This is an optimization exercise on Yosys and OpenROAD, whose aim is small area, a short achievable clock period and few clock cycles, not a production implementation. Where RTL was checked, it was by simulation tests only, not by an equivalence proof against the original.

==> juniper: inputs <==
==> flow/design.v <==
module MIPS(
    clk,
    rst_n,
    in_valid,
    instruction,
    output_reg,
    out_valid,
    out_1,
    out_2,
    out_3,
    out_4,
    instruction_fail
);
input clk;
input rst_n;
input in_valid;
input [31:0] instruction;
input [19:0] output_reg;
output logic out_valid, instruction_fail;
output logic [15:0] out_1, out_2, out_3, out_4;
function automatic [5:0] dec(input [4:0] c);
    dec[0] = (c == 5'b10001);
    dec[1] = (c == 5'b10010);
    dec[2] = (c == 5'b01000);
    dec[3] = (c == 5'b10111);
    dec[4] = (c == 5'b11111);
    dec[5] = (c == 5'b10000);
endfunction
function automatic [15:0] strip(input [15:0] x);
    logic [15:0] y;
    y = x;
    if (y[7:0] == 8'd0) y = y >> 8;
    if (y[3:0] == 4'd0) y = y >> 4;
    if (y[1:0] == 2'd0) y = y >> 2;
    if (y[0] == 1'b0)   y = y >> 1;
    strip = y;
endfunction
function automatic [3:0] ctz(input [15:0] x);
    logic [15:0] y;
    y = x;
    ctz[3] = (y[7:0] == 8'd0); if (ctz[3]) y = y >> 8;
    ctz[2] = (y[3:0] == 4'd0); if (ctz[2]) y = y >> 4;
    ctz[1] = (y[1:0] == 2'd0); if (ctz[1]) y = y >> 2;
    ctz[0] = (y[0] == 1'b0);
endfunction
function automatic pow2(input [15:0] x);
    pow2 = (x != 16'd0) && ((x & (x - 16'd1)) == 16'd0);
endfunction
logic [15:0] R [0:5];
logic [15:0] A, B;
logic [3:0]  sh;
logic op_add, op_and, op_or, op_nor, op_shl, op_shr;
logic busy;
logic [5:0] dest;
logic [3:0] hit;
logic [5:0] osel [0:3];
logic [5:0]  rs1h, rt1h, rd1h, wdest;
logic        rtype, addi, f_add, f_and, f_or, f_nor, f_shl, f_shr, f_gcd, is_gcd;
logic        fail, za, zb;
logic [15:0] ra, rb;
logic [5:0]  zf;
assign rs1h  = dec(instruction[25:21]);
assign rt1h  = dec(instruction[20:16]);
assign rd1h  = dec(instruction[15:11]);
assign rtype = (instruction[31:26] == 6'b000000);
assign addi  = (instruction[31:26] == 6'b001000);
assign f_add = (instruction[6:0] == 7'b0100000);
assign f_and = (instruction[6:0] == 7'b0100100);
assign f_or  = (instruction[6:0] == 7'b0100101);
assign f_nor = (instruction[6:0] == 7'b0100111);
assign f_shl = (instruction[6:0] == 7'b0000000);
assign f_shr = (instruction[6:0] == 7'b0000010);
assign f_gcd = (instruction[6:0] == 7'b1111000);
assign is_gcd = rtype && f_gcd;
assign wdest = rtype ? rd1h : rt1h;
always_comb begin
    ra = 16'd0;
    rb = 16'd0;
    for (int j = 0; j < 6; j++) begin
        zf[j] = (R[j] == 16'd0);
        ra = ra | ({16{rs1h[j]}} & R[j]);
        rb = rb | ({16{rt1h[j]}} & R[j]);
    end
end
assign za = |(rs1h & zf);
assign zb = |(rt1h & zf);
assign fail = !(rtype || addi) || !(|rs1h) || !(|rt1h) ||
              (rtype && (!(|rd1h) ||
                         !(f_add || f_and || f_or || f_nor || f_shl || f_shr || f_gcd))) ||
              (is_gcd && (za || zb));
logic [15:0] sa, sb;
logic        pa, pb, gterm;
assign sa = strip(ra);
assign sb = strip(rb);
assign pa = pow2(ra);
assign pb = pow2(rb);
assign gterm = (sa == sb) || pa || pb;
logic [16:0] d0a, d1a;
logic [15:0] d0b, d1b, d0, d1;
logic [15:0] u1, v1, u2, v2;
logic        t1, t2;
assign d0a = {1'b0, A} - {1'b0, B};
assign d0b = B - A;
assign d0  = d0a[16] ? d0b : d0a[15:0];
assign u1  = d0a[16] ? A : B;
assign v1  = strip({1'b0, d0[15:1]});
assign t1  = (v1 == 16'd1) || (v1 == u1);
assign d1a = {1'b0, u1} - {1'b0, v1};
assign d1b = v1 - u1;
assign d1  = d1a[16] ? d1b : d1a[15:0];
assign u2  = d1a[16] ? u1 : v1;
assign v2  = strip({1'b0, d1[15:1]});
assign t2  = (v2 == 16'd1) || (v2 == u2);
logic [15:0] res;
always_comb begin
    res = ({16{op_add}} & (A + B))
        | ({16{op_and}} & (A & B))
        | ({16{op_or}}  & (A | B))
        | ({16{op_nor}} & ~(A | B))
        | ({16{op_shl}} & (B << sh))
        | ({16{op_shr}} & (B >> sh));
end
always_ff @(posedge clk or negedge rst_n) begin
    if (!rst_n) begin
        out_valid <= 1'b0;
        busy <= 1'b0;
    end else if (in_valid) begin
        out_valid <= !(is_gcd && !fail && !gterm);
        busy <= is_gcd && !fail && !gterm;
    end else if (busy) begin
        out_valid <= t1 || t2;
        busy <= !(t1 || t2);
    end else begin
        out_valid <= 1'b0;
    end
end
always_ff @(posedge clk) begin
    if (in_valid) begin
        A <= is_gcd ? sa : ra;
        if (is_gcd) B <= {sb[15:1] & {15{!pa}}, sb[0]};
        else if (addi) B <= instruction[15:0];
        else B <= rb;
        sh <= is_gcd ? ctz(ra | rb) : instruction[10:7];
        op_add <= addi || f_add;
        op_and <= !addi && f_and;
        op_or  <= !addi && f_or;
        op_nor <= !addi && f_nor;
        op_shl <= !addi && (f_shl || f_gcd);
        op_shr <= !addi && f_shr;
        instruction_fail <= fail;
        dest <= fail ? 6'd0 : wdest;
        hit[0] <= !fail && |(dec(output_reg[4:0])   & wdest);
        hit[1] <= !fail && |(dec(output_reg[9:5])   & wdest);
        hit[2] <= !fail && |(dec(output_reg[14:10]) & wdest);
        hit[3] <= !fail && |(dec(output_reg[19:15]) & wdest);
        osel[0] <= fail ? 6'd0 : dec(output_reg[4:0])   & ~wdest;
        osel[1] <= fail ? 6'd0 : dec(output_reg[9:5])   & ~wdest;
        osel[2] <= fail ? 6'd0 : dec(output_reg[14:10]) & ~wdest;
        osel[3] <= fail ? 6'd0 : dec(output_reg[19:15]) & ~wdest;
    end else if (busy) begin
        A <= u2;
        B <= t1 ? v1 : v2;
    end
end
always_ff @(posedge clk or negedge rst_n) begin
    if (!rst_n) begin
        for (int j = 0; j < 6; j++) R[j] <= 16'd0;
    end else begin
        for (int j = 0; j < 6; j++)
            if (out_valid && dest[j]) R[j] <= res;
    end
end
logic [15:0] o [0:3];
always_comb begin
    for (int k = 0; k < 4; k++) begin
        o[k] = {16{hit[k]}} & res;
        for (int j = 0; j < 6; j++)
            o[k] = o[k] | ({16{osel[k][j]}} & R[j]);
    end
end
assign out_1 = o[0];
assign out_2 = o[1];
assign out_3 = o[2];
assign out_4 = o[3];
endmodule
==> flow/run.sh <==
#!/bin/bash
# synth_recipe.tcl (not shown) runs the flow's synth.tcl, then flattens the netlist and writes it again
# the make line also repeats each setting of config.mk as NAME=value (left out here)
make -C /OpenROAD-flow-scripts/flow DESIGN_CONFIG=/design/flow/config.mk WORK_HOME=/design/flow/orfs CLKGATE_MAP_FILE= SYNTH_SCRIPT=/design/flow/synth_recipe.tcl finish
==> flow/config.mk <==
export PLATFORM = sky130hd
export DESIGN_NAME = MIPS
export DESIGN_NICKNAME = MIPS
export VERILOG_FILES = /design/flow/design.v
export SDC_FILE = /design/flow/constraint.sdc
export NUM_CORES = 4
export LEC_CHECK = 0
export CAP_MARGIN = 20
export CORE_MARGIN = 2
export CORE_UTILIZATION = 30
export PLACE_DENSITY = 0.45
export SLEW_MARGIN = 20
==> flow/constraint.sdc <==
create_clock -name core_clock -period 32.0 [get_ports {clk}]
set_input_delay 6.4000 -clock core_clock [delete_from_list [all_inputs] [get_ports {clk}]]
set_output_delay 6.4000 -clock core_clock [all_outputs]
set_load 0.01 [all_outputs]
==> umber: changes against juniper <==
==> flow/design.v (replaced) <==
module MIPS(
    clk,
    rst_n,
    in_valid,
    instruction,
    output_reg,
    out_valid,
    out_1,
    out_2,
    out_3,
    out_4,
    instruction_fail
);
input clk;
input rst_n;
input in_valid;
input [31:0] instruction;
input [19:0] output_reg;
output logic out_valid, instruction_fail;
output logic [15:0] out_1, out_2, out_3, out_4;
function automatic [5:0] dec(input [4:0] c);
    dec[0] = (c == 5'b10001);
    dec[1] = (c == 5'b10010);
    dec[2] = (c == 5'b01000);
    dec[3] = (c == 5'b10111);
    dec[4] = (c == 5'b11111);
    dec[5] = (c == 5'b10000);
endfunction
function automatic [15:0] strip(input [15:0] x);
    logic [15:0] y;
    y = x;
    if (y[7:0] == 8'd0) y = y >> 8;
    if (y[3:0] == 4'd0) y = y >> 4;
    if (y[1:0] == 2'd0) y = y >> 2;
    if (y[0] == 1'b0)   y = y >> 1;
    strip = y;
endfunction
function automatic [15:0] sstrip(input [15:0] x, input neg);
    logic [16:0] y;
    y = {neg, x};
    if (y[7:0] == 8'd0) y = {{8{neg}}, y[16:8]};
    if (y[3:0] == 4'd0) y = {{4{neg}}, y[16:4]};
    if (y[1:0] == 2'd0) y = {{2{neg}}, y[16:2]};
    if (y[0] == 1'b0)   y = {neg, y[16:1]};
    sstrip = {y[15:1] ^ {15{neg}}, y[0]};
endfunction
function automatic [3:0] ctz(input [15:0] x);
    logic [15:0] y;
    y = x;
    ctz[3] = (y[7:0] == 8'd0); if (ctz[3]) y = y >> 8;
    ctz[2] = (y[3:0] == 4'd0); if (ctz[2]) y = y >> 4;
    ctz[1] = (y[1:0] == 2'd0); if (ctz[1]) y = y >> 2;
    ctz[0] = (y[0] == 1'b0);
endfunction
function automatic [15:0] lowbit(input [15:0] x);
    logic seen;
    seen = 1'b0;
    for (int i = 0; i < 16; i++) begin
        lowbit[i] = x[i] && !seen;
        seen = seen || x[i];
    end
endfunction
function automatic onehot16(input [15:0] x);
    logic any, multi;
    any = 1'b0;
    multi = 1'b0;
    for (int i = 0; i < 16; i++) begin
        multi = multi | (any & x[i]);
        any = any | x[i];
    end
    onehot16 = any && !multi;
endfunction
function automatic [15:0] rev(input [15:0] x);
    for (int i = 0; i < 16; i++) rev[i] = x[15 - i];
endfunction
logic [15:0] R [0:5];
logic [15:0] A, B;
logic        Bneg;
logic [3:0]  sh;
logic op_add, op_and, op_or, op_nor, op_shl, op_shr, op_one;
logic busy, first;
logic [5:0] dest;
logic [3:0] hit;
logic [5:0] osel [0:3];
logic [5:0]  rs1h, rt1h, rd1h, wdest;
logic        rtype, addi, f_add, f_and, f_or, f_nor, f_shl, f_shr, f_gcd, is_gcd;
logic        fail, za, zb, pa, pb, same, gdone;
logic [15:0] ra, rb;
logic [5:0]  zf, pf;
assign rs1h  = dec(instruction[25:21]);
assign rt1h  = dec(instruction[20:16]);
assign rd1h  = dec(instruction[15:11]);
assign rtype = (instruction[31:26] == 6'b000000);
assign addi  = (instruction[31:26] == 6'b001000);
assign f_add = (instruction[6:0] == 7'b0100000);
assign f_and = (instruction[6:0] == 7'b0100100);
assign f_or  = (instruction[6:0] == 7'b0100101);
assign f_nor = (instruction[6:0] == 7'b0100111);
assign f_shl = (instruction[6:0] == 7'b0000000);
assign f_shr = (instruction[6:0] == 7'b0000010);
assign f_gcd = (instruction[6:0] == 7'b1111000);
assign is_gcd = rtype && f_gcd;
assign wdest = rtype ? rd1h : rt1h;
always_comb begin
    ra = 16'd0;
    rb = 16'd0;
    for (int j = 0; j < 6; j++) begin
        zf[j] = (R[j] == 16'd0);
        pf[j] = onehot16(R[j]);
        ra = ra | ({16{rs1h[j]}} & R[j]);
        rb = rb | ({16{rt1h[j]}} & R[j]);
    end
end
assign za = |(rs1h & zf);
assign zb = |(rt1h & zf);
assign pa = |(rs1h & pf);
assign pb = |(rt1h & pf);
assign same = (instruction[25:21] == instruction[20:16]);
assign fail = !(rtype || addi) || !(|rs1h) || !(|rt1h) ||
              (rtype && (!(|rd1h) ||
                         !(f_add || f_and || f_or || f_nor || f_shl || f_shr || f_gcd))) ||
              (is_gcd && (za || zb));
assign gdone = same || pa || pb;
logic [15:0] u1, u2;
logic [16:0] d2;
logic        t1, t2;
MIPS_gcd_step gcd_step (.A(A), .B(B), .Bneg(Bneg), .u1(u1), .u2(u2), .d2(d2), .t1(t1), .t2(t2));
logic [15:0] res;
MIPS_alu_out alu_out (
    .A(A), .B(B), .sh(sh),
    .op_add(op_add), .op_and(op_and), .op_or(op_or), .op_nor(op_nor),
    .op_shl(op_shl), .op_shr(op_shr), .op_one(op_one),
    .hit(hit), .osel0(osel[0]), .osel1(osel[1]), .osel2(osel[2]), .osel3(osel[3]),
    .R0(R[0]), .R1(R[1]), .R2(R[2]), .R3(R[3]), .R4(R[4]), .R5(R[5]),
    .res(res), .out_1(out_1), .out_2(out_2), .out_3(out_3), .out_4(out_4));
always_ff @(posedge clk or negedge rst_n) begin
    if (!rst_n) begin
        out_valid <= 1'b0;
        busy <= 1'b0;
    end else if (in_valid) begin
        out_valid <= !(is_gcd && !fail && !gdone);
        busy <= is_gcd && !fail && !gdone;
    end else if (busy) begin
        out_valid <= t1 || t2;
        busy <= !(t1 || t2);
    end else begin
        out_valid <= 1'b0;
    end
end
always_ff @(posedge clk) begin
    if (busy) begin
        A <= t1 ? u1 : u2;
        B <= d2[15:0];
        Bneg <= d2[16];
    end else begin
        if (rtype && f_shl) A <= rb;
        else if (rtype && f_shr) A <= rev(rb);
        else A <= ra;
        B <= addi ? instruction[15:0] : rb;
        Bneg <= 1'b0;
    end
end
always_ff @(posedge clk) begin
    first <= in_valid;
    if (busy) begin
        if (first) sh <= ctz(A | B);
    end else begin
        sh <= instruction[10:7];
    end
end
always_ff @(posedge clk) begin
    if (!busy) begin
        op_add <= addi || f_add;
        op_and <= !addi && f_and;
        op_or  <= !addi && (f_or || (f_gcd && same));
        op_nor <= !addi && f_nor;
        op_shl <= !addi && (f_shl || (f_gcd && !gdone));
        op_shr <= !addi && f_shr;
        op_one <= !addi && f_gcd && !same && (pa || pb);
        instruction_fail <= fail;
        dest <= fail ? 6'd0 : wdest;
        hit[0] <= !fail && |(dec(output_reg[4:0])   & wdest);
        hit[1] <= !fail && |(dec(output_reg[9:5])   & wdest);
        hit[2] <= !fail && |(dec(output_reg[14:10]) & wdest);
        hit[3] <= !fail && |(dec(output_reg[19:15]) & wdest);
        osel[0] <= fail ? 6'd0 : dec(output_reg[4:0])   & ~wdest;
        osel[1] <= fail ? 6'd0 : dec(output_reg[9:5])   & ~wdest;
        osel[2] <= fail ? 6'd0 : dec(output_reg[14:10]) & ~wdest;
        osel[3] <= fail ? 6'd0 : dec(output_reg[19:15]) & ~wdest;
    end
end
always_ff @(posedge clk or negedge rst_n) begin
    if (!rst_n) begin
        for (int j = 0; j < 6; j++) R[j] <= 16'd0;
    end else begin
        for (int j = 0; j < 6; j++)
            if (out_valid && dest[j]) R[j] <= res;
    end
end
endmodule
module MIPS_gcd_step (
    input  logic [15:0] A,
    input  logic [15:0] B,
    input  logic        Bneg,
    output logic [15:0] u1,
    output logic [15:0] u2,
    output logic [16:0] d2,
    output logic        t1,
    output logic        t2
);
function automatic [5:0] dec(input [4:0] c);
    dec[0] = (c == 5'b10001);
    dec[1] = (c == 5'b10010);
    dec[2] = (c == 5'b01000);
    dec[3] = (c == 5'b10111);
    dec[4] = (c == 5'b11111);
    dec[5] = (c == 5'b10000);
endfunction
function automatic [15:0] strip(input [15:0] x);
    logic [15:0] y;
    y = x;
    if (y[7:0] == 8'd0) y = y >> 8;
    if (y[3:0] == 4'd0) y = y >> 4;
    if (y[1:0] == 2'd0) y = y >> 2;
    if (y[0] == 1'b0)   y = y >> 1;
    strip = y;
endfunction
function automatic [15:0] sstrip(input [15:0] x, input neg);
    logic [16:0] y;
    y = {neg, x};
    if (y[7:0] == 8'd0) y = {{8{neg}}, y[16:8]};
    if (y[3:0] == 4'd0) y = {{4{neg}}, y[16:4]};
    if (y[1:0] == 2'd0) y = {{2{neg}}, y[16:2]};
    if (y[0] == 1'b0)   y = {neg, y[16:1]};
    sstrip = {y[15:1] ^ {15{neg}}, y[0]};
endfunction
function automatic [3:0] ctz(input [15:0] x);
    logic [15:0] y;
    y = x;
    ctz[3] = (y[7:0] == 8'd0); if (ctz[3]) y = y >> 8;
    ctz[2] = (y[3:0] == 4'd0); if (ctz[2]) y = y >> 4;
    ctz[1] = (y[1:0] == 2'd0); if (ctz[1]) y = y >> 2;
    ctz[0] = (y[0] == 1'b0);
endfunction
function automatic [15:0] lowbit(input [15:0] x);
    logic seen;
    seen = 1'b0;
    for (int i = 0; i < 16; i++) begin
        lowbit[i] = x[i] && !seen;
        seen = seen || x[i];
    end
endfunction
function automatic onehot16(input [15:0] x);
    logic any, multi;
    any = 1'b0;
    multi = 1'b0;
    for (int i = 0; i < 16; i++) begin
        multi = multi | (any & x[i]);
        any = any | x[i];
    end
    onehot16 = any && !multi;
endfunction
function automatic [15:0] rev(input [15:0] x);
    for (int i = 0; i < 16; i++) rev[i] = x[15 - i];
endfunction
logic [15:0] us1, vs1, vs2;
logic [16:0] d1;
assign us1 = strip(A);
assign vs1 = sstrip(B, Bneg);
assign d1  = {1'b0, us1} - {1'b0, vs1};
assign u1  = d1[16] ? us1 : vs1;
assign t1  = (d1 == 17'd0) || (vs1 == 16'd1);
assign vs2 = sstrip(d1[15:0], d1[16]);
assign d2  = {1'b0, u1} - {1'b0, vs2};
assign u2  = d2[16] ? u1 : vs2;
assign t2  = (d2 == 17'd0) || (vs2 == 16'd1);
endmodule
module MIPS_alu_out (
    input  logic [15:0] A,
    input  logic [15:0] B,
    input  logic [3:0]  sh,
    input  logic        op_add, op_and, op_or, op_nor, op_shl, op_shr, op_one,
    input  logic [3:0]  hit,
    input  logic [5:0]  osel0, osel1, osel2, osel3,
    input  logic [15:0] R0, R1, R2, R3, R4, R5,
    output logic [15:0] res,
    output logic [15:0] out_1, out_2, out_3, out_4
);
function automatic [5:0] dec(input [4:0] c);
    dec[0] = (c == 5'b10001);
    dec[1] = (c == 5'b10010);
    dec[2] = (c == 5'b01000);
    dec[3] = (c == 5'b10111);
    dec[4] = (c == 5'b11111);
    dec[5] = (c == 5'b10000);
endfunction
function automatic [15:0] strip(input [15:0] x);
    logic [15:0] y;
    y = x;
    if (y[7:0] == 8'd0) y = y >> 8;
    if (y[3:0] == 4'd0) y = y >> 4;
    if (y[1:0] == 2'd0) y = y >> 2;
    if (y[0] == 1'b0)   y = y >> 1;
    strip = y;
endfunction
function automatic [15:0] sstrip(input [15:0] x, input neg);
    logic [16:0] y;
    y = {neg, x};
    if (y[7:0] == 8'd0) y = {{8{neg}}, y[16:8]};
    if (y[3:0] == 4'd0) y = {{4{neg}}, y[16:4]};
    if (y[1:0] == 2'd0) y = {{2{neg}}, y[16:2]};
    if (y[0] == 1'b0)   y = {neg, y[16:1]};
    sstrip = {y[15:1] ^ {15{neg}}, y[0]};
endfunction
function automatic [3:0] ctz(input [15:0] x);
    logic [15:0] y;
    y = x;
    ctz[3] = (y[7:0] == 8'd0); if (ctz[3]) y = y >> 8;
    ctz[2] = (y[3:0] == 4'd0); if (ctz[2]) y = y >> 4;
    ctz[1] = (y[1:0] == 2'd0); if (ctz[1]) y = y >> 2;
    ctz[0] = (y[0] == 1'b0);
endfunction
function automatic [15:0] lowbit(input [15:0] x);
    logic seen;
    seen = 1'b0;
    for (int i = 0; i < 16; i++) begin
        lowbit[i] = x[i] && !seen;
        seen = seen || x[i];
    end
endfunction
function automatic onehot16(input [15:0] x);
    logic any, multi;
    any = 1'b0;
    multi = 1'b0;
    for (int i = 0; i < 16; i++) begin
        multi = multi | (any & x[i]);
        any = any | x[i];
    end
    onehot16 = any && !multi;
endfunction
function automatic [15:0] rev(input [15:0] x);
    for (int i = 0; i < 16; i++) rev[i] = x[15 - i];
endfunction
logic [15:0] shl;
assign shl = A << sh;
always_comb begin
    res = ({16{op_add}} & (A + B))
        | ({16{op_and}} & (A & B))
        | ({16{op_or}}  & (A | B))
        | ({16{op_nor}} & ~(A | B))
        | ({16{op_shl}} & shl)
        | ({16{op_shr}} & rev(shl))
        | ({16{op_one}} & lowbit(A | B));
end
logic [15:0] R [0:5];
logic [5:0]  osel [0:3];
assign R[0] = R0; assign R[1] = R1; assign R[2] = R2;
assign R[3] = R3; assign R[4] = R4; assign R[5] = R5;
assign osel[0] = osel0; assign osel[1] = osel1; assign osel[2] = osel2; assign osel[3] = osel3;
logic [15:0] o [0:3];
always_comb begin
    for (int k = 0; k < 4; k++) begin
        o[k] = {16{hit[k]}} & res;
        for (int j = 0; j < 6; j++)
            o[k] = o[k] | ({16{osel[k][j]}} & R[j]);
    end
end
assign out_1 = o[0];
assign out_2 = o[1];
assign out_3 = o[2];
assign out_4 = o[3];
endmodule
- ABC_AREA: unset -> 1
- CORE_UTILIZATION: 30 -> 55
- PLACE_DENSITY: 0.45 -> 0.65
- SYNTH_HIERARCHICAL: unset -> 1
==> raven: changes against juniper <==
--- a/flow/design.v
+++ b/flow/design.v
@@ -43,13 +43,33 @@
     ctz[1] = (y[1:0] == 2'd0); if (ctz[1]) y = y >> 2;
     ctz[0] = (y[0] == 1'b0);
 endfunction
-function automatic pow2(input [15:0] x);
-    pow2 = (x != 16'd0) && ((x & (x - 16'd1)) == 16'd0);
+function automatic onehot16(input [15:0] x);
+    logic any, multi;
+    any = 1'b0;
+    multi = 1'b0;
+    for (int i = 0; i < 16; i++) begin
+        multi = multi | (any & x[i]);
+        any = any | x[i];
+    end
+    onehot16 = any && !multi;
+endfunction
+function automatic [15:0] sstrip(input [15:0] x, input neg);
+    logic [16:0] y;
+    y = {neg, x};
+    if (y[7:0] == 8'd0) y = {{8{neg}}, y[16:8]};
+    if (y[3:0] == 4'd0) y = {{4{neg}}, y[16:4]};
+    if (y[1:0] == 2'd0) y = {{2{neg}}, y[16:2]};
+    if (y[0] == 1'b0)   y = {neg, y[16:1]};
+    sstrip = {y[15:1] ^ {15{neg}}, y[0]};
+endfunction
+function automatic [15:0] rev(input [15:0] x);
+    for (int i = 0; i < 16; i++) rev[i] = x[15 - i];
 endfunction
 logic [15:0] R [0:5];
 logic [15:0] A, B;
+logic        Bneg;
 logic [3:0]  sh;
-logic op_add, op_and, op_or, op_nor, op_shl, op_shr;
+logic op_add, op_and, op_or, op_nor, op_shl, op_shr, op_one;
 logic busy;
 logic [5:0] dest;
 logic [3:0] hit;
@@ -88,37 +108,34 @@
               (rtype && (!(|rd1h) ||
                          !(f_add || f_and || f_or || f_nor || f_shl || f_shr || f_gcd))) ||
               (is_gcd && (za || zb));
-logic [15:0] sa, sb;
-logic        pa, pb, gterm;
-assign sa = strip(ra);
-assign sb = strip(rb);
-assign pa = pow2(ra);
-assign pb = pow2(rb);
-assign gterm = (sa == sb) || pa || pb;
-logic [16:0] d0a, d1a;
-logic [15:0] d0b, d1b, d0, d1;
-logic [15:0] u1, v1, u2, v2;
+logic        pa, pb, eqab, p2, gterm;
+assign pa = onehot16(ra);
+assign pb = onehot16(rb);
+assign p2 = pa || pb;
+assign eqab = (ra == rb);
+assign gterm = eqab || p2;
+logic [15:0] us1, vs1, vs2, u1, u2;
+logic [16:0] d1, d2;
 logic        t1, t2;
-assign d0a = {1'b0, A} - {1'b0, B};
-assign d0b = B - A;
-assign d0  = d0a[16] ? d0b : d0a[15:0];
-assign u1  = d0a[16] ? A : B;
-assign v1  = strip({1'b0, d0[15:1]});
-assign t1  = (v1 == 16'd1) || (v1 == u1);
-assign d1a = {1'b0, u1} - {1'b0, v1};
-assign d1b = v1 - u1;
-assign d1  = d1a[16] ? d1b : d1a[15:0];
-assign u2  = d1a[16] ? u1 : v1;
-assign v2  = strip({1'b0, d1[15:1]});
-assign t2  = (v2 == 16'd1) || (v2 == u2);
-logic [15:0] res;
+assign us1 = strip(A);
+assign vs1 = sstrip(B, Bneg);
+assign d1  = {1'b0, us1} - {1'b0, vs1};
+assign u1  = d1[16] ? us1 : vs1;
+assign t1  = (d1 == 17'd0) || (vs1 == 16'd1);
+assign vs2 = sstrip(d1[15:0], d1[16]);
+assign d2  = {1'b0, u1} - {1'b0, vs2};
+assign u2  = d2[16] ? u1 : vs2;
+assign t2  = (d2 == 17'd0) || (vs2 == 16'd1);
+logic [15:0] res, shl;
+assign shl = B << sh;
 always_comb begin
     res = ({16{op_add}} & (A + B))
         | ({16{op_and}} & (A & B))
         | ({16{op_or}}  & (A | B))
         | ({16{op_nor}} & ~(A | B))
-        | ({16{op_shl}} & (B << sh))
-        | ({16{op_shr}} & (B >> sh));
+        | ({16{op_shl}} & shl)
+        | ({16{op_shr}} & rev(shl))
+        | ({16{op_one}} & (16'd1 << sh));
 end
 always_ff @(posedge clk or negedge rst_n) begin
     if (!rst_n) begin
@@ -136,16 +153,20 @@
 end
 always_ff @(posedge clk) begin
     if (in_valid) begin
-        A <= is_gcd ? sa : ra;
-        if (is_gcd) B <= {sb[15:1] & {15{!pa}}, sb[0]};
-        else if (addi) B <= instruction[15:0];
+        A <= ra;
+        if (addi) B <= instruction[15:0];
+        else if (rtype && f_shr) B <= rev(rb);
         else B <= rb;
-        sh <= is_gcd ? ctz(ra | rb) : instruction[10:7];
+        Bneg <= 1'b0;
+        if (!is_gcd) sh <= instruction[10:7];
+        else if (eqab && !p2) sh <= 4'd0;
+        else sh <= ctz(ra | rb);
         op_add <= addi || f_add;
         op_and <= !addi && f_and;
         op_or  <= !addi && f_or;
         op_nor <= !addi && f_nor;
-        op_shl <= !addi && (f_shl || f_gcd);
+        op_shl <= !addi && (f_shl || (f_gcd && !p2));
+        op_one <= !addi && f_gcd && p2;
         op_shr <= !addi && f_shr;
         instruction_fail <= fail;
         dest <= fail ? 6'd0 : wdest;
@@ -159,7 +180,10 @@
         osel[3] <= fail ? 6'd0 : dec(output_reg[19:15]) & ~wdest;
     end else if (busy) begin
         A <= u2;
-        B <= t1 ? v1 : v2;
+        if (t1) B <= u1;
+        else if (t2) B <= u2;
+        else B <= d2[15:0];
+        Bneg <= d2[16];
     end
 end
 always_ff @(posedge clk or negedge rst_n) begin
==> comparison table <==
|  | umber | raven | juniper |
|---|---|---|---|
| Outcome | complete, no violations | complete, no violations | complete, no violations |
| Floorplan core area | 0.0396 mm2 | 0.0698 mm2 | 0.0758 mm2 |
| Post-layout instance area | 0.0238 mm2 | 0.0233 mm2 | 0.0252 mm2 |
| Most used standard cell by instance count after synthesis | sky130_fd_sc_hd__nand2_1 | sky130_fd_sc_hd__nor2_1 | sky130_fd_sc_hd__nor2_1 |
| CP endpoint | out_1[5] | out_3[12] | busy$_DFF_PN0_ |
| EDFF count, synth | 46 | 78 | 77 |
| Die height | 204 um | 269 um | 281 um |
| Netlist area before placement | 0.0220 mm2 | 0.0211 mm2 | 0.0230 mm2 |
| Arithmetic-cell share of the synthesized area counting full adders, half adders and majority gates | 3.20% | 4.49% | 5.68% |
| Area Overhead vs Synth | 8.32% | 10.3% | 9.65% |
Testbench counts of umber, summed over its fixed seeds: cycles 6,193.
Testbench counts of raven, summed over its fixed seeds: cycles 6,181.
For juniper, only the layout was checked, not whether the RTL still works.

what the ideal ports hide:
No port has a modelled driver above. Below, the same layouts with a new extraction and two added sets of constraints. Step 1 sets driving cells, clkbuf_16 on the clock port and buf_2 on the other inputs (assumed; they add their load-dependent delay and slew). Step 2 times the ports against the registers' clock, not the clock port: input delays grow and output delays shrink by t, the midpoint of the rising clock arrivals with the driver on. Slacks: no drivers / after step 1 / after step 2; pairs: no drivers / after step 1.
run	shift t [ns]	slack for setup (ns)	latest minus earliest clock arrival (ns)
juniper	0.565	19.580 / 19.623 / 19.058	0.023 / 0.024
umber	0.504	21.952 / 21.897 / 22.096	0.020 / 0.021
raven	0.533	19.925 / 19.869 / 19.742	0.014 / 0.014
After both steps every run listed still meets setup and hold. The setup slack of juniper, which loses most, moves by +0.043 ns with the drivers and by -0.522 ns with both steps.
